This is an optimization exercise on Yosys and OpenROAD, whose aim is small area, a short achievable clock period and few clock cycles, not a production implementation. Only simulation tests tie the RTL to the original design; equivalence was not proved. Power figures rest on the tool's default switching activity, not on a simulated workload.

==> design/flow/design.v <==
module ALU(input logic [31:0] a, input logic [31:0] b, input logic [3:0] ALU_Sel, output logic [31:0] ALU_Out);
    always_comb begin
        unique case(ALU_Sel)
            4'd0: ALU_Out = a + b;  
            4'd1: ALU_Out = a - b;  
            4'd2: ALU_Out = a & b;  
            4'd3: ALU_Out = a | b;  
            4'd4: ALU_Out = a ^ b;  
            4'd5: ALU_Out = ($signed(a) < $signed(b)) ? 32'b1 : 32'b0;  
            4'd6: ALU_Out = (a < b) ? 32'b1 : 32'b0;  
            4'd7: ALU_Out = a << b[4:0];  
            4'd8: ALU_Out = a >> b[4:0];  
            4'd9: ALU_Out = $signed(a) >>> b[4:0];  
            default: ALU_Out = 32'hDEADBEEF;  
        endcase
    end
endmodule
module ALU_Control(input logic [2:0] funct3, input logic [6:0] funct7, input logic [1:0] ALU_Op, output logic [3:0] ALU_Sel);
    always_comb begin    
        unique case(ALU_Op)
            2'b00: ALU_Sel = 4'd0;  
            2'b01: ALU_Sel = 4'd1;  
            2'b10: begin
                unique case(funct3)
                    3'd0: ALU_Sel = (funct7 == 7'b0000000) ? 4'd0: 4'd1;
                    3'd1: ALU_Sel = 4'd7;
                    3'd2: ALU_Sel = 4'd5;
                    3'd3: ALU_Sel = 4'd6;
                    3'd4: ALU_Sel = 4'd4;
                    3'd5: ALU_Sel = (funct7 == 7'b0000000) ? 4'd8: 4'd9;
                    3'd6: ALU_Sel = 4'd3;
                    3'd7: ALU_Sel = 4'd2;
                    default: ALU_Sel = 4'd0;
                endcase
            end
            2'b11: begin
                unique case(funct3)
                    3'd0: ALU_Sel = 4'd0;
                    3'd1: ALU_Sel = 4'd7;
                    3'd2: ALU_Sel = 4'd5;
                    3'd3: ALU_Sel = 4'd6;
                    3'd4: ALU_Sel = 4'd4;
                    3'd5: ALU_Sel = (funct7 == 7'b0000000) ? 4'd8: 4'd9;
                    3'd6: ALU_Sel = 4'd3;
                    3'd7: ALU_Sel = 4'd2;
                    default: ALU_Sel = 4'd0;
                endcase
            end
            default: ALU_Sel = 4'd0;
        endcase
    end
endmodule
module control_unit(input logic [6:0] opcode, output logic RegWrite,output logic ALU_Src,output logic MemRead,output logic MemWrite,
output logic MemToReg,output logic Branch,output logic [1:0]ALU_Op );
always_comb begin
    RegWrite = 1'b0;
    ALU_Src  = 1'b0;
    MemRead  = 1'b0;
    MemWrite = 1'b0;
    MemToReg = 1'b0;
    Branch   = 1'b0;
    ALU_Op   = 2'b00;
    unique case(opcode)
        7'b0110011:begin
            ALU_Src = 0;
            RegWrite = 1;
            MemRead = 0;
            MemWrite = 0;
            MemToReg = 0;
            Branch = 0;
            ALU_Op = 2'b10;
        end
        7'b0010011:begin
            ALU_Src = 1;
            RegWrite = 1;
            MemRead = 0;
            MemWrite = 0;
            MemToReg = 0;
            Branch = 0;
            ALU_Op = 2'b11;
        end
        7'b0000011:begin
            ALU_Src = 1;
            RegWrite = 1;
            MemRead = 1;
            MemWrite = 0;
            MemToReg = 1;
            Branch = 0;
            ALU_Op = 2'b00;
        end
        7'b0100011:begin
            ALU_Src = 1;
            RegWrite = 0;
            MemRead = 0;
            MemWrite = 1;
            MemToReg = 0;
            Branch = 0;
            ALU_Op = 2'b00;
        end
        7'b1100011:begin
            ALU_Src = 0;
            RegWrite = 0;
            MemRead = 0;
            MemWrite = 0;
            MemToReg = 0;
            Branch = 1;
            ALU_Op = 2'b01;
        end
        7'b1101111, 7'b1100111:begin
            ALU_Src = 1;
            RegWrite = 1;
            MemRead = 0;
            MemWrite = 0;
            MemToReg = 0;
            Branch = 0;
            ALU_Op = 2'b00;
        end
        7'b0110111, 7'b0010111:begin
            ALU_Src = 1;
            RegWrite = 1;
            MemRead = 0;
            MemWrite = 0;
            MemToReg = 0;
            Branch = 0;
            ALU_Op = 2'b00;
        end
        default: begin
            RegWrite = 1'b0;
            ALU_Src  = 1'b0;
            MemRead  = 1'b0;
            MemWrite = 1'b0;
            MemToReg = 1'b0;
            Branch   = 1'b0;
            ALU_Op   = 2'b00;
        end    
    endcase
end
endmodule
module regfile(input logic clk, input logic wenable, input logic [4:0] rs1,input logic [4:0] rs2, 
input logic [4:0] rd, input logic [31:0] wdata, output logic [31:0] rd1, output logic [31:0] rd2);
    logic [31:0] regs [31:0];  
    assign rd1 = (rs1 == 0) ? 32'b0: (wenable && (rd == rs1)) ? wdata : regs[rs1];
    assign rd2 = (rs2 == 0) ? 32'b0: (wenable && (rd == rs2)) ? wdata : regs[rs2];
    always_ff @(posedge clk)begin
        if(wenable && (rd != 5'd0)) begin
            regs[rd] <= wdata;
        end
    end
endmodule
module pc_counter(input logic clk, input logic reset, input logic [31:0] pc_next, input logic pc_en, output logic [31:0] pc);
    always_ff @(posedge clk or posedge reset)begin
        if (reset) begin
            pc <= 32'b0;
        end
        else if (pc_en) begin
            pc <= pc_next;
        end
    end
endmodule
module pc_next(input logic [6:0] opcode, input logic [31:0] pc, input logic [31:0] rs1, input logic [31:0] rs2, input logic [31:0] imm_out, 
input logic [2:0] funct3, output logic [31:0] jal_data, output logic [31:0] pc_next, output logic branch_taken);
always_comb begin
    pc_next  = pc + 32'd4;
    jal_data = 32'b0;
    branch_taken = 1'b0;
    unique case(opcode)
        7'b1100011: begin
                    unique case(funct3)
                        3'h0: if (rs1 == rs2) begin
                                    pc_next = pc + imm_out;
                                    branch_taken = 1'b1;
                        end
                        3'h1: if (rs1 != rs2) begin
                                   pc_next = pc + imm_out;
                                   branch_taken = 1'b1;
                        end
                        3'h4:if ($signed(rs1) < $signed(rs2)) begin
                                    pc_next = pc + imm_out;
                                    branch_taken = 1'b1;
                        end
                        3'h5:if ($signed(rs1) >= $signed(rs2)) begin
                                    pc_next = pc + imm_out;
                                    branch_taken = 1'b1;
                        end
                        3'h6:if (rs1 < rs2) begin
                                    pc_next = pc + imm_out;
                                    branch_taken = 1'b1;
                        end
                        3'h7:if (rs1 >= rs2) begin
                                    pc_next = pc + imm_out;
                                    branch_taken = 1'b1;
                        end
                        default: pc_next = pc + 32'd4;
                    endcase
        end
        7'b1101111: begin
            jal_data = pc + 32'd4;
            pc_next = pc + imm_out;
            branch_taken = 1'b1;
        end
        7'b1100111: begin
            jal_data = pc + 32'd4;
            pc_next = (rs1 + imm_out) & ~32'd1;
            branch_taken = 1'b1;
        end
        default: pc_next = pc + 32'd4;
    endcase
end
endmodule
module imm_gen(input logic [31:0] instr, output logic [31:0] imm_out);
always_comb begin
    unique case(instr[6:0])
        7'b0010011, 7'b0000011, 7'b1100111 : imm_out = {{20{instr[31]}},instr[31:20]};
        7'b0100011: imm_out = {{20{instr[31]}},instr[31:25],instr[11:7]};
        7'b1100011: imm_out = {{19{instr[31]}}, instr[31], instr[7], instr[30:25], instr[11:8], 1'b0};
        7'b0110111, 7'b0010111: imm_out = {instr[31:12],12'b0};
        7'b1101111:imm_out = {{11{instr[31]}}, instr[31], instr[19:12], instr[20], instr[30:21], 1'b0};
        default: imm_out = 32'b0;
    endcase
end
endmodule
module hazard_detection(input logic Mem_Read, input logic [4:0] rs1, input logic [4:0] rs2, input logic [4:0] rd, 
output logic pc_en, output logic if_id_en, output logic id_ex_flush);
    always_comb begin
        if (Mem_Read && (rd != 5'd0) && ((rd == rs1) || (rd == rs2)))begin
            pc_en = 1'b0;
            if_id_en = 1'b0;
            id_ex_flush = 1'b1;
        end
        else begin
            pc_en = 1'b1;
            if_id_en = 1'b1;
            id_ex_flush = 1'b0;
        end
    end
endmodule
module forwarding_unit(input logic [4:0] rd_mem,input logic [4:0] rd_wb, input logic [4:0] rs1_ex, input logic [4:0] rs2_ex, input logic RegWrite_mem, input logic RegWrite_wb,
output logic [1:0] forwardA, output logic [1:0] forwardB);
    always_comb begin
        if (RegWrite_mem && (rd_mem != 5'd0) && (rs1_ex != 5'd0) && (rd_mem == rs1_ex))begin
            forwardA = 2'b10;
        end
        else if (RegWrite_wb && (rd_wb != 5'd0) && (rs1_ex != 5'd0) && (rd_wb == rs1_ex))begin
            forwardA = 2'b01;
        end
        else begin
            forwardA = 2'b00;
        end
        if (RegWrite_mem && (rd_mem != 5'd0) && (rs2_ex != 5'd0) && (rd_mem == rs2_ex))begin
            forwardB = 2'b10;
        end
        else if (RegWrite_wb && (rd_wb != 5'd0) && (rs2_ex != 5'd0) && (rd_wb == rs2_ex))begin
            forwardB = 2'b01;
        end
        else begin
            forwardB = 2'b00;
        end
    end
endmodule
module if_id_reg(input logic clk, input logic reset, input logic [31:0] pc_plus_4_in, input logic [31:0] instr_in, input logic flush, input logic stall, input logic if_id_en,
output logic [31:0] pc_plus_4_out, output logic [31:0] instr_out);
    always_ff @(posedge clk or posedge reset) begin
        if (reset)begin
            pc_plus_4_out <= 32'b0;
            instr_out <= 32'b0;
        end
        else if (flush) begin
            pc_plus_4_out <= 32'b0;
            instr_out <= 32'b0;
        end
        else if (!stall && if_id_en) begin 
            pc_plus_4_out <= pc_plus_4_in;
            instr_out <= instr_in;
        end
    end
endmodule
module id_ex_reg (
    input  logic        clk,
    input  logic        reset,
    input  logic        stall,      
    input  logic        flush,      
    input  logic [31:0] rd1_in,
    input  logic [31:0] rd2_in,
    input  logic [31:0] imm_in,
    input  logic [31:0] pc_plus_4_in,
    input  logic [4:0]  rs1_in,
    input  logic [4:0]  rs2_in,
    input  logic [4:0]  rd_in,
    input  logic [2:0]  funct3_in,
    input  logic [6:0]  funct7_in,
    input  logic [6:0]  opcode_in,
    input  logic        RegWrite_in,
    input  logic        MemRead_in,
    input  logic        MemWrite_in,
    input  logic        MemToReg_in,
    input  logic        ALU_Src_in,
    input  logic        Branch_in,
    input  logic [1:0]  ALU_Op_in,
    input  logic [31:0] instr_in,
    output logic [31:0] rd1_out,
    output logic [31:0] rd2_out,
    output logic [31:0] imm_out,
    output logic [31:0] pc_plus_4_out,
    output logic [4:0]  rs1_out,
    output logic [4:0]  rs2_out,
    output logic [4:0]  rd_out,
    output logic [2:0]  funct3_out,
    output logic [6:0]  funct7_out,
    output logic [6:0]  opcode_out,
    output logic        RegWrite_out,
    output logic        MemRead_out,
    output logic        MemWrite_out,
    output logic        MemToReg_out,
    output logic        ALU_Src_out,
    output logic        Branch_out,
    output logic [1:0]  ALU_Op_out,
    output logic [31:0] instr_out
);
    always_ff @(posedge clk or posedge reset) begin
        if (reset) begin
            rd1_out       <= 32'b0;
            rd2_out       <= 32'b0;
            imm_out       <= 32'b0;
            pc_plus_4_out <= 32'b0;
            rs1_out       <= 5'b0;
            rs2_out       <= 5'b0;
            rd_out        <= 5'b0;
            funct3_out    <= 3'b0;
            funct7_out    <= 7'b0;
            opcode_out    <= 7'b0;
            RegWrite_out  <= 1'b0;
            MemRead_out   <= 1'b0;
            MemWrite_out  <= 1'b0;
            MemToReg_out  <= 1'b0;
            ALU_Src_out   <= 1'b0;
            Branch_out    <= 1'b0;
            ALU_Op_out    <= 2'b0;
            instr_out     <= 32'b0;
        end
        else if (flush) begin
            rd1_out       <= 32'b0;
            rd2_out       <= 32'b0;
            imm_out       <= 32'b0;
            pc_plus_4_out <= 32'b0;
            rs1_out       <= 5'b0;
            rs2_out       <= 5'b0;
            rd_out        <= 5'b0;
            funct3_out    <= 3'b0;
            funct7_out    <= 7'b0;
            opcode_out    <= 7'b0;
            RegWrite_out  <= 1'b0;
            MemRead_out   <= 1'b0;
            MemWrite_out  <= 1'b0;
            MemToReg_out  <= 1'b0;
            ALU_Src_out   <= 1'b0;
            Branch_out    <= 1'b0;
            ALU_Op_out    <= 2'b0;
            instr_out     <= 32'b0;
        end
        else if (!stall) begin
            rd1_out       <= rd1_in;
            rd2_out       <= rd2_in;
            imm_out       <= imm_in;
            pc_plus_4_out <= pc_plus_4_in;
            rs1_out       <= rs1_in;
            rs2_out       <= rs2_in;
            rd_out        <= rd_in;
            funct3_out    <= funct3_in;
            funct7_out    <= funct7_in;
            opcode_out    <= opcode_in;
            RegWrite_out  <= RegWrite_in;
            MemRead_out   <= MemRead_in;
            MemWrite_out  <= MemWrite_in;
            MemToReg_out  <= MemToReg_in;
            ALU_Src_out   <= ALU_Src_in;
            Branch_out    <= Branch_in;
            ALU_Op_out    <= ALU_Op_in;
            instr_out     <= instr_in;
        end
    end
endmodule
module ex_mem_reg (
    input  logic        clk,
    input  logic        reset,
    input  logic        stall,
    input  logic        flush,
    input  logic [31:0] ALU_res_in,
    input  logic [31:0] store_data_in,
    input  logic [4:0]  rd_in,
    input  logic        RegWrite_in,
    input  logic        MemRead_in,
    input  logic        MemWrite_in,
    input  logic        MemToReg_in,
    input  logic [6:0]  opcode_in,
    input  logic [31:0] pc_plus_4_in,
    input  logic [31:0] instr_in,
    output logic [31:0] ALU_res_out,
    output logic [31:0] store_data_out,
    output logic [4:0]  rd_out,
    output logic        RegWrite_out,
    output logic        MemRead_out,
    output logic        MemWrite_out,
    output logic        MemToReg_out,
    output logic [6:0]  opcode_out,
    output logic [31:0] pc_plus_4_out,
    output logic [31:0] instr_out
);
    always_ff @(posedge clk or posedge reset) begin
        if (reset) begin
            ALU_res_out    <= 32'b0;
            store_data_out <= 32'b0;
            rd_out         <= 5'b0;
            RegWrite_out   <= 1'b0;
            MemRead_out    <= 1'b0;
            MemWrite_out   <= 1'b0;
            MemToReg_out   <= 1'b0;
            opcode_out     <= 7'b0;
            pc_plus_4_out  <= 32'b0;
            instr_out      <= 32'b0;
        end
        else if (flush) begin
            ALU_res_out    <= 32'b0;
            store_data_out <= 32'b0;
            rd_out         <= 5'b0;
            RegWrite_out   <= 1'b0;
            MemRead_out    <= 1'b0;
            MemWrite_out   <= 1'b0;
            MemToReg_out   <= 1'b0;
            opcode_out     <= 7'b0;
            pc_plus_4_out  <= 32'b0;
            instr_out      <= 32'b0;
        end
        else if (!stall) begin
            ALU_res_out    <= ALU_res_in;
            store_data_out <= store_data_in;
            rd_out         <= rd_in;
            RegWrite_out   <= RegWrite_in;
            MemRead_out    <= MemRead_in;
            MemWrite_out   <= MemWrite_in;
            MemToReg_out   <= MemToReg_in;
            opcode_out     <= opcode_in;
            pc_plus_4_out  <= pc_plus_4_in;
            instr_out      <= instr_in;
        end
    end
endmodule
module mem_wb_reg (
    input  logic        clk,
    input  logic        reset,
    input  logic        stall,
    input  logic        flush,
    input  logic [31:0] read_data_in,
    input  logic [31:0] ALU_res_in,
    input  logic [4:0]  rd_in,
    input  logic        RegWrite_in,
    input  logic        MemToReg_in,
    input  logic [6:0]  opcode_in,
    input  logic [31:0] pc_plus_4_in,
    input  logic [31:0] instr_in,
    output logic [31:0] read_data_out,
    output logic [31:0] ALU_res_out,
    output logic [4:0]  rd_out,
    output logic        RegWrite_out,
    output logic        MemToReg_out,
    output logic [6:0]  opcode_out,
    output logic [31:0] pc_plus_4_out,
    output logic [31:0] instr_out
);
    always_ff @(posedge clk or posedge reset) begin
        if (reset) begin
            read_data_out <= 32'b0;
            ALU_res_out   <= 32'b0;
            rd_out        <= 5'b0;
            RegWrite_out  <= 1'b0;
            MemToReg_out  <= 1'b0;
            opcode_out    <= 7'b0;
            pc_plus_4_out <= 32'b0;
            instr_out     <= 32'b0;
        end
        else if (flush) begin
            read_data_out <= 32'b0;
            ALU_res_out   <= 32'b0;
            rd_out        <= 5'b0;
            RegWrite_out  <= 1'b0;
            MemToReg_out  <= 1'b0;
            opcode_out    <= 7'b0;
            pc_plus_4_out <= 32'b0;
            instr_out     <= 32'b0;
        end
        else if (!stall) begin
            read_data_out <= read_data_in;
            ALU_res_out   <= ALU_res_in;
            rd_out        <= rd_in;
            RegWrite_out  <= RegWrite_in;
            MemToReg_out  <= MemToReg_in;
            opcode_out    <= opcode_in;
            pc_plus_4_out <= pc_plus_4_in;
            instr_out     <= instr_in;
        end
    end
endmodule
module cpu_top_pipeline(input logic clk, input logic reset,
output logic [31:0] pc, input logic [31:0] instr,
output logic [31:0] dmem_addr, output logic [31:0] dmem_wdata, output logic dmem_we, input logic [31:0] dmem_rdata,
output logic [31:0] reg_write_data,output logic [4:0] reg_write_addr,
output logic reg_debug);
logic [31:0] ALU_res;
logic [31:0] alu_out;
logic [31:0] ALU_a;
logic [31:0] pc_fetch_next;
logic [6:0] opcode;
logic [2:0] funct3;
logic [6:0] funct7;
logic [4:0] rs1;
logic [4:0] rs2;
logic [4:0] rd;
logic [31:0] pc_next;
logic [31:0] jal_data_link;
logic RegWrite, ALU_Src, MemRead,MemWrite,MemToReg,Branch;
logic [1:0] ALU_Op;
logic [3:0] ALU_Sel;
logic [31:0] imm_out;
logic [31:0] ALU_b;
logic [31:0] dmem_data;
logic [31:0] rd1;
logic [31:0] rd2;
logic branch_taken;
logic id_ex_flush;
logic [31:0] pc_plus_4_in_if;
logic [31:0] pc_plus_4_out_if;
logic [31:0] instr_in;
logic [31:0] instr_out;
logic [31:0] rd1_ex;
logic [31:0] rd2_ex;
logic [31:0] imm_ex;
logic [31:0] pc_plus_4_ex;
logic [4:0]  rs1_ex;
logic [4:0]  rs2_ex;
logic [4:0]  rd_ex;
logic [2:0]  funct3_ex;
logic [6:0]  funct7_ex;
logic [6:0]  opcode_ex;
logic        RegWrite_ex, ALU_Src_ex, MemRead_ex, MemWrite_ex, MemToReg_ex, Branch_ex;
logic [1:0]  ALU_Op_ex;
logic [31:0] instr_ex;
logic [31:0] ALU_res_mem;
logic [31:0] store_data_mem;
logic [4:0]  rd_mem;
logic        RegWrite_mem, MemRead_mem, MemWrite_mem, MemToReg_mem;
logic [6:0]  opcode_mem;
logic [31:0] pc_plus_4_mem;
logic [31:0] instr_mem;
logic [31:0] read_data_wb;
logic [31:0] ALU_res_wb;
logic [4:0]  rd_wb;
logic        RegWrite_wb, MemToReg_wb;
logic [6:0]  opcode_wb;
logic [31:0] pc_plus_4_wb;
logic [31:0] instr_wb;
logic pc_en;
logic id_ex_flush_hazard;
logic if_id_en;
logic [1:0] forwardA;
logic [1:0] forwardB;
logic [31:0] ALU_in_1;
logic [31:0] ALU_in_2;
pc_counter pc_counter(
    .clk(clk),
    .reset(reset),
    .pc(pc),
    .pc_en(pc_en),
    .pc_next(pc_fetch_next)
);
assign pc_fetch_next = branch_taken ? pc_next : pc + 32'd4;
assign instr_in = instr;
assign pc_plus_4_in_if = pc + 32'd4;
if_id_reg if_id(
    .clk(clk),
    .reset(reset),
    .pc_plus_4_in(pc_plus_4_in_if),
    .instr_in(instr_in),
    .flush(branch_taken),
    .stall(1'b0),
    .if_id_en(if_id_en),
    .pc_plus_4_out(pc_plus_4_out_if),
    .instr_out(instr_out)
);
assign opcode = instr_out[6:0];
assign funct3 = instr_out[14:12];
assign funct7 =  instr_out[31:25];
assign rs1 = instr_out[19:15];
assign rs2 = instr_out[24:20];
assign rd = instr_out[11:7];
control_unit datapath_signals(
    .opcode(opcode),
    .RegWrite(RegWrite), 
    .ALU_Src(ALU_Src), 
    .MemRead(MemRead),
    .MemWrite(MemWrite),
    .MemToReg(MemToReg),
    .Branch(Branch),
    .ALU_Op(ALU_Op)
);
regfile register_file(
    .clk(clk), 
    .wenable(RegWrite_wb),
    .rs1(rs1),.rs2(rs2),
    .rd(rd_wb),
    .wdata(reg_write_data), 
    .rd1(rd1),
    .rd2(rd2)
);
imm_gen immediate_number(
    .instr(instr_out),
    .imm_out(imm_out)
);
hazard_detection hazard_det(
    .Mem_Read(MemRead_ex),
    .rs1(rs1),
    .rs2(rs2),
    .rd(rd_ex),
    .pc_en(pc_en),
    .if_id_en(if_id_en),
    .id_ex_flush(id_ex_flush_hazard)
);
assign id_ex_flush = id_ex_flush_hazard | branch_taken;
id_ex_reg id_ex(
    .clk(clk),
    .reset(reset),
    .stall(1'b0),
    .flush(id_ex_flush),
    .rd1_in(rd1),
    .rd2_in(rd2),
    .imm_in(imm_out),
    .pc_plus_4_in(pc_plus_4_out_if),
    .rs1_in(rs1),
    .rs2_in(rs2),
    .rd_in(rd),
    .funct3_in(funct3),
    .funct7_in(funct7),
    .opcode_in(opcode),
    .RegWrite_in(RegWrite),
    .MemRead_in(MemRead),
    .MemWrite_in(MemWrite),
    .MemToReg_in(MemToReg),
    .ALU_Src_in(ALU_Src),
    .Branch_in(Branch),
    .ALU_Op_in(ALU_Op),
    .instr_in(instr_out),
    .rd1_out(rd1_ex),
    .rd2_out(rd2_ex),
    .imm_out(imm_ex),
    .pc_plus_4_out(pc_plus_4_ex),
    .rs1_out(rs1_ex),
    .rs2_out(rs2_ex),
    .rd_out(rd_ex),
    .funct3_out(funct3_ex),
    .funct7_out(funct7_ex),
    .opcode_out(opcode_ex),
    .RegWrite_out(RegWrite_ex),
    .MemRead_out(MemRead_ex),
    .MemWrite_out(MemWrite_ex),
    .MemToReg_out(MemToReg_ex),
    .ALU_Src_out(ALU_Src_ex),
    .Branch_out(Branch_ex),
    .ALU_Op_out(ALU_Op_ex),
    .instr_out(instr_ex)
);
forwarding_unit forwarding_unit(
    .rd_mem(rd_mem),
    .rd_wb(rd_wb),
    .rs1_ex(rs1_ex),
    .rs2_ex(rs2_ex),
    .RegWrite_mem(RegWrite_mem),
    .RegWrite_wb(RegWrite_wb),
    .forwardA(forwardA),
    .forwardB(forwardB)
);
always_comb begin
    unique case(forwardA)
        2'b10: ALU_in_1 = ALU_res_mem;
        2'b01: ALU_in_1 = reg_write_data;
        default: ALU_in_1 = rd1_ex;
    endcase
end
always_comb begin
    unique case(forwardB)
        2'b10: ALU_in_2 = ALU_res_mem;
        2'b01: ALU_in_2 = reg_write_data;
        default: ALU_in_2 = rd2_ex;
    endcase
end
ALU_Control ALU_signals(
    .funct3(funct3_ex),
    .funct7(funct7_ex),
    .ALU_Op(ALU_Op_ex),
    .ALU_Sel(ALU_Sel)
);
logic [31:0] pc_branch_ex;
assign pc_branch_ex = pc_plus_4_ex - 32'd4;
pc_next nextpc (
    .opcode(opcode_ex),
    .pc(pc_branch_ex),
    .rs1(ALU_in_1),
    .rs2(ALU_in_2),
    .imm_out(imm_ex),
    .funct3(funct3_ex),
    .jal_data(jal_data_link),
    .pc_next(pc_next),
    .branch_taken(branch_taken)
);
assign ALU_b = (ALU_Src_ex) ? imm_ex : ALU_in_2;
assign ALU_a = (opcode_ex == 7'b0110111) ? 32'b0 :
               (opcode_ex == 7'b0010111) ? pc_branch_ex : ALU_in_1;
ALU ALU_result(
    .a(ALU_a), 
    .b(ALU_b),
    .ALU_Sel(ALU_Sel), 
    .ALU_Out(alu_out)
);
assign ALU_res = ((opcode_ex == 7'b1101111) || (opcode_ex == 7'b1100111)) ? pc_plus_4_ex : alu_out;
ex_mem_reg ex_mem(
    .clk(clk),
    .reset(reset),
    .stall(1'b0),
    .flush(1'b0),
    .ALU_res_in(ALU_res),
    .store_data_in(ALU_in_2),
    .rd_in(rd_ex),
    .RegWrite_in(RegWrite_ex),
    .MemRead_in(MemRead_ex),
    .MemWrite_in(MemWrite_ex),
    .MemToReg_in(MemToReg_ex),
    .opcode_in(opcode_ex),
    .pc_plus_4_in(pc_plus_4_ex),
    .instr_in(instr_ex),
    .ALU_res_out(ALU_res_mem),
    .store_data_out(store_data_mem),
    .rd_out(rd_mem),
    .RegWrite_out(RegWrite_mem),
    .MemRead_out(MemRead_mem),
    .MemWrite_out(MemWrite_mem),
    .MemToReg_out(MemToReg_mem),
    .opcode_out(opcode_mem),
    .pc_plus_4_out(pc_plus_4_mem),
    .instr_out(instr_mem)
);
assign dmem_addr = ALU_res_mem;
assign dmem_wdata = store_data_mem;
assign dmem_we = MemWrite_mem;
assign dmem_data = dmem_rdata;
mem_wb_reg mem_wb(
    .clk(clk),
    .reset(reset),
    .stall(1'b0),
    .flush(1'b0),
    .read_data_in(dmem_data),
    .ALU_res_in(ALU_res_mem),
    .rd_in(rd_mem),
    .RegWrite_in(RegWrite_mem),
    .MemToReg_in(MemToReg_mem),
    .opcode_in(opcode_mem),
    .pc_plus_4_in(pc_plus_4_mem),
    .instr_in(instr_mem),
    .read_data_out(read_data_wb),
    .ALU_res_out(ALU_res_wb),
    .rd_out(rd_wb),
    .RegWrite_out(RegWrite_wb),
    .MemToReg_out(MemToReg_wb),
    .opcode_out(opcode_wb),
    .pc_plus_4_out(pc_plus_4_wb),
    .instr_out(instr_wb)
);
logic is_jal, is_jalr;
assign is_jal  = (opcode_wb == 7'b1101111);  
assign is_jalr = (opcode_wb == 7'b1100111);  
assign reg_write_data =
    (is_jal | is_jalr) ? pc_plus_4_wb: (MemToReg_wb ? read_data_wb: ALU_res_wb);
assign reg_write_addr = rd_wb;
assign reg_debug = RegWrite_wb;
endmodule
==> design/flow/run.sh <==
#!/bin/bash
# synth_recipe.tcl (not shown) runs the flow's synth.tcl, then flattens the netlist and writes it again
# the make line also repeats each setting of config.mk as NAME=value (left out here)
make -C /OpenROAD-flow-scripts/flow DESIGN_CONFIG=/design/flow/config.mk WORK_HOME=/design/flow/orfs CLKGATE_MAP_FILE= SYNTH_SCRIPT=/design/flow/synth_recipe.tcl finish
==> design/flow/config.mk <==
export PLATFORM = sky130hd
export DESIGN_NAME = cpu_top_pipeline
export DESIGN_NICKNAME = cpu_top_pipeline
export VERILOG_FILES = /design/flow/design.v
export SDC_FILE = /design/flow/constraint.sdc
export NUM_CORES = 4
export LEC_CHECK = 0
export CAP_MARGIN = 20
export CORE_MARGIN = 2
export CORE_UTILIZATION = 40
export SLEW_MARGIN = 20
==> design/flow/constraint.sdc <==
create_clock -name core_clock -period 8.0 [get_ports {clk}]
set_input_delay 1.6000 -clock core_clock [delete_from_list [all_inputs] [get_ports {clk}]]
set_output_delay 1.6000 -clock core_clock [all_outputs]
set_load 0.01 [all_outputs]
==> notes.md <==
metal layers:
layer,GRT usage [%],part of all wire [%],vias to the layer above
li1,-,-,24062
met1,38.7,38,30038
met2,48.1,47,3234
met3,5.55,8.6,756
met4,18.8,7.2,6
met5,0,0.012,-
worst register-to-register path, stage by stage (launching register included):
cell and delay [ps]:
dfrtp_1 540, or3_4 530, o31ai_4 650, nor3_2 100, buf_4 330, mux2i_1 370
nor2_1 90, a21oi_1 670, ha_1 370, nand4_1 110, nor2_1 90, and2_1 160
nor2b_1 120, a311oi_1 360, nand3_1 400, mux2i_1 270, and3_1 250, nor3_2 150
buf_4 330, o21ai_4 370, a211oi_1 720
cells by family (layout without fill, tap and decap cells):
kind of cell	Yosys count	after routing	synth area share [%]
fa+ha+maj	196	196	3.06
compound gates	1333	1333	11.0
flops	1505	1505	52.7
xor+xnor	172	172	1.85
simple gates	1307	1307	7.60
other cells	1	42	0.00462
mux	939	939	20.8
buf+inv	609	888	2.97
through the flow:
step	cells	utilization (%)	hold WS [ps]	total power [mW]	setup slack (ps)
after floorplan	6093	-	331	14.3	-119
after global placement	8744	43.1	334	18.0	1030
after detailed placement	8744	43.1	335	18.0	992
after CTS	9044	45.9	334	25.9	960
after global routing	9049	45.9	350	26.7	495
final	9054	45.9	336	25.9	837
layout make-up:
class | count | area, sq um
Fill cell | 17904 | 109000
Sequential cell | 1505 | 42800
Multi-Input combinational cell | 3979 | 36500
Clock buffer | 209 | 4510
Timing Repair Buffer | 408 | 3740
Tap cell | 2672 | 3340
Clock inverter | 91 | 1060
Inverter | 180 | 682
Antenna cell | 10 | 25.0
power groups by stage:
| stage | clock network, mW | logic, mW | registers (mW) |
|---|---|---|---|
| finish | 7.89 | 7.09 | 10.9 |
| global route | 8.32 | 7.48 | 10.9 |
| CTS | 8.00 | 6.97 | 10.9 |
| detailed placement | 0 | 6.94 | 11.0 |
| global placement | 0 | 6.92 | 11.1 |
| floorplan | 0 | 4.00 | 10.3 |
final timing paths:
check,end,cells past startpoint,startpoint,slack [ps]
max,id_ex.rd1_out[23],20,mem_wb.rd_out[3],840
min,mem_wb.pc_plus_4_out[2],0,ex_mem.pc_plus_4_out[2],340
max reg2reg,id_ex.rd1_out[23],20,mem_wb.rd_out[3],840
min reg2reg,mem_wb.pc_plus_4_out[2],0,ex_mem.pc_plus_4_out[2],340
max in group asynchronous,if_id.instr_out[31],4,reset,5120
min in group asynchronous,mem_wb.read_data_out[19],2,reset,1220
Yosys cell counts (64+ instances only):
library cell,number
inv_1,164
dfrtp_1,481
buf_1,85
nand3_1,77
a21oi_1,342
a211oi_1,202
ha_1,192
nand2_1,390
and2_1,72
mux4_2,588
nor2_1,425
mux2i_1,268
nor2b_1,66
clkbuf_1,287
edfxtp_1,1024
a21o_1,64
xnor2_1,111
mux2_2,78
o21ai_0,226
==> flow_metrics.tcl <==
set metrics [dict create \
    worstSkewPairLatency_ps 850 \
    run_status "timing/DRC/antenna clean" \
    syn-cell-area_sq_um 81200 \
    post-route-min-period_ps 7160 \
    cts_tree "yes" \
    ios 201 \
    cp_top_family "compound AO/OA/AOI/OAI gates" \
    top_register "register_file.regs" \
    yosysWarnings 14 \
    ys_types 118 \
    area_delta_synth_final_pct 14.1 \
    switching_power_mw 9.06 \
    postCtsHoldBufs 0 \
    num_rows 165 \
    hp-class "reg2reg" \
    drc_errors 0 \
    maxCapViolCount 0 \
    cp_cell_sequence "or3_4 > o31ai_4 > nor3_2 > buf_4 > mux2i_1 > nor2_1 > a21oi_1 > ha_1 > nand4_1 > nor2_1 > and2_1 > nor2b_1 > a311oi_1 > nand3_1 > mux2i_1 > and3_1 > nor3_2 > buf_4 > o21ai_4 > a211oi_1" \
    gr-total-overflow 0 \
    htree_levels 4 \
    cp_max_fo 32 \
    cp_num_buf_inv 2 \
    largest_register_ffs 1024 \
    hpwl_um 216000 \
    wl_per_cell_um 35.0 \
    drive_gt1_share_pct 20.1 \
    firstDrtPassIters 6 \
    vias 58096 \
    post_drt_via_cell_ratio 6.42 \
    final_cell_mix "edfxtp_1, mux4_2, dfrtp_1" \
    crit_arrival_ps 7800 \
    critPathSlowestCell "a211oi_1" \
    worst_pin_slew_ps 1290 \
    setup_tns_ps 0 \
    maxSlewViolCount 0 \
    p_int_mw 16.9 \
    post-route-cell-area_sq_um 92700 \
    synth_edf_count 1024 \
    grt_pass1_wl_um 441000 \
    root_buffer "clkbuf_16" \
    place_congestion 1.01 \
    wl_um 317000 \
    synth_top_cell_by_area "edfxtp_1" \
    cts_resized 0 \
    place_area_sq_um 87100 \
    grt_usage_pct 30.4 \
    clk_pin_slew_worst_paths_ps 60 \
    synth-main-ff-cell "edfxtp_1" \
    p_sw_share_pct 35.0 \
    leakagePower_nw 33.4 \
    cp-start-kind "register" \
    synth_top_area_share_pct 37.9 \
    die_y_um 455 \
    ys_seq_elements 1505 \
    cp_slowest_stage_delay_ps 700 \
    post_cts_buffers 0 \
    final_common_cell "edfxtp_1" \
    seq_area_frac_synth_pct 52.7 \
    vdd_ir_drop_max_v 0.000252 \
    cts_made_buffers 165 \
    crit_required_ps 8640 \
    p_per_area_nw_per_um2 280 \
    start_util_pct 40.2 \
    die_area_sq_um 207000 \
    criticalPathCategory "reg2reg" \
    p_comb_share_pct 27.3 \
    syn_inst 6062 \
    avgSynthCellArea_sq_um 13.4 \
    drt_iter0_drc 7151 \
    final-hold-violation-count 0 \
    die_w_um 455 \
    p_seq_share_pct 42.2 \
    final_nets 6501 \
    grt_pass1_vias 57000 \
    synthTopCellsByArea "edfxtp_1, mux4_2, dfrtp_1" \
    grt_setup_unrepaired "no" \
    drtAntennaViolNets 0 \
    clockPowerShare_pct 30.4 \
    relSlewSlack_pct 13.2 \
    fin_worst_skew_ps 42.0 \
    fin_crit_sh_pct 89.5 \
    cts_sinks 1505 \
    port_buffers 200 \
    antenna_found_initial 14 \
    clock_path_buffers 3 \
    async_flop_share_pct 32.0 \
    core-area_sq_um 202000 \
    fmax_mhz 140 \
    grt_max_degree 148 \
    cp-end-kind "register" \
    finalSetupViolCount 0 \
]
Testbench counts, summed over its fixed seeds: cycles 571,449.

## afterwards: timing with drivers on the ports
In the flow no input, the clock included, has a driving cell. The finished layout below was timed again as built, in two steps. Step 1 (the two cells are an assumption about what drives the block):
set clk [get_ports {clk}]
set_driving_cell -lib_cell sky130_fd_sc_hd__clkbuf_16 $clk
set_driving_cell -lib_cell sky130_fd_sc_hd__buf_2 [delete_from_list [all_inputs] $clk]
Step 2 also shifts input and output timing later by t, the mid clock arrival at the registers, as if the neighbouring blocks saw the same clock. Three values: no drivers, after step 1, after step 2; two values: the first two.
t, ns: 0.917
slack for setup (ns): 0.837 / 0.837 / 0.837
cell pins on the clock port's net: 1
After both steps this run still meets setup and hold. The setup slack of this run moves by 0.000 ns with the drivers and by 0.000 ns with both steps.
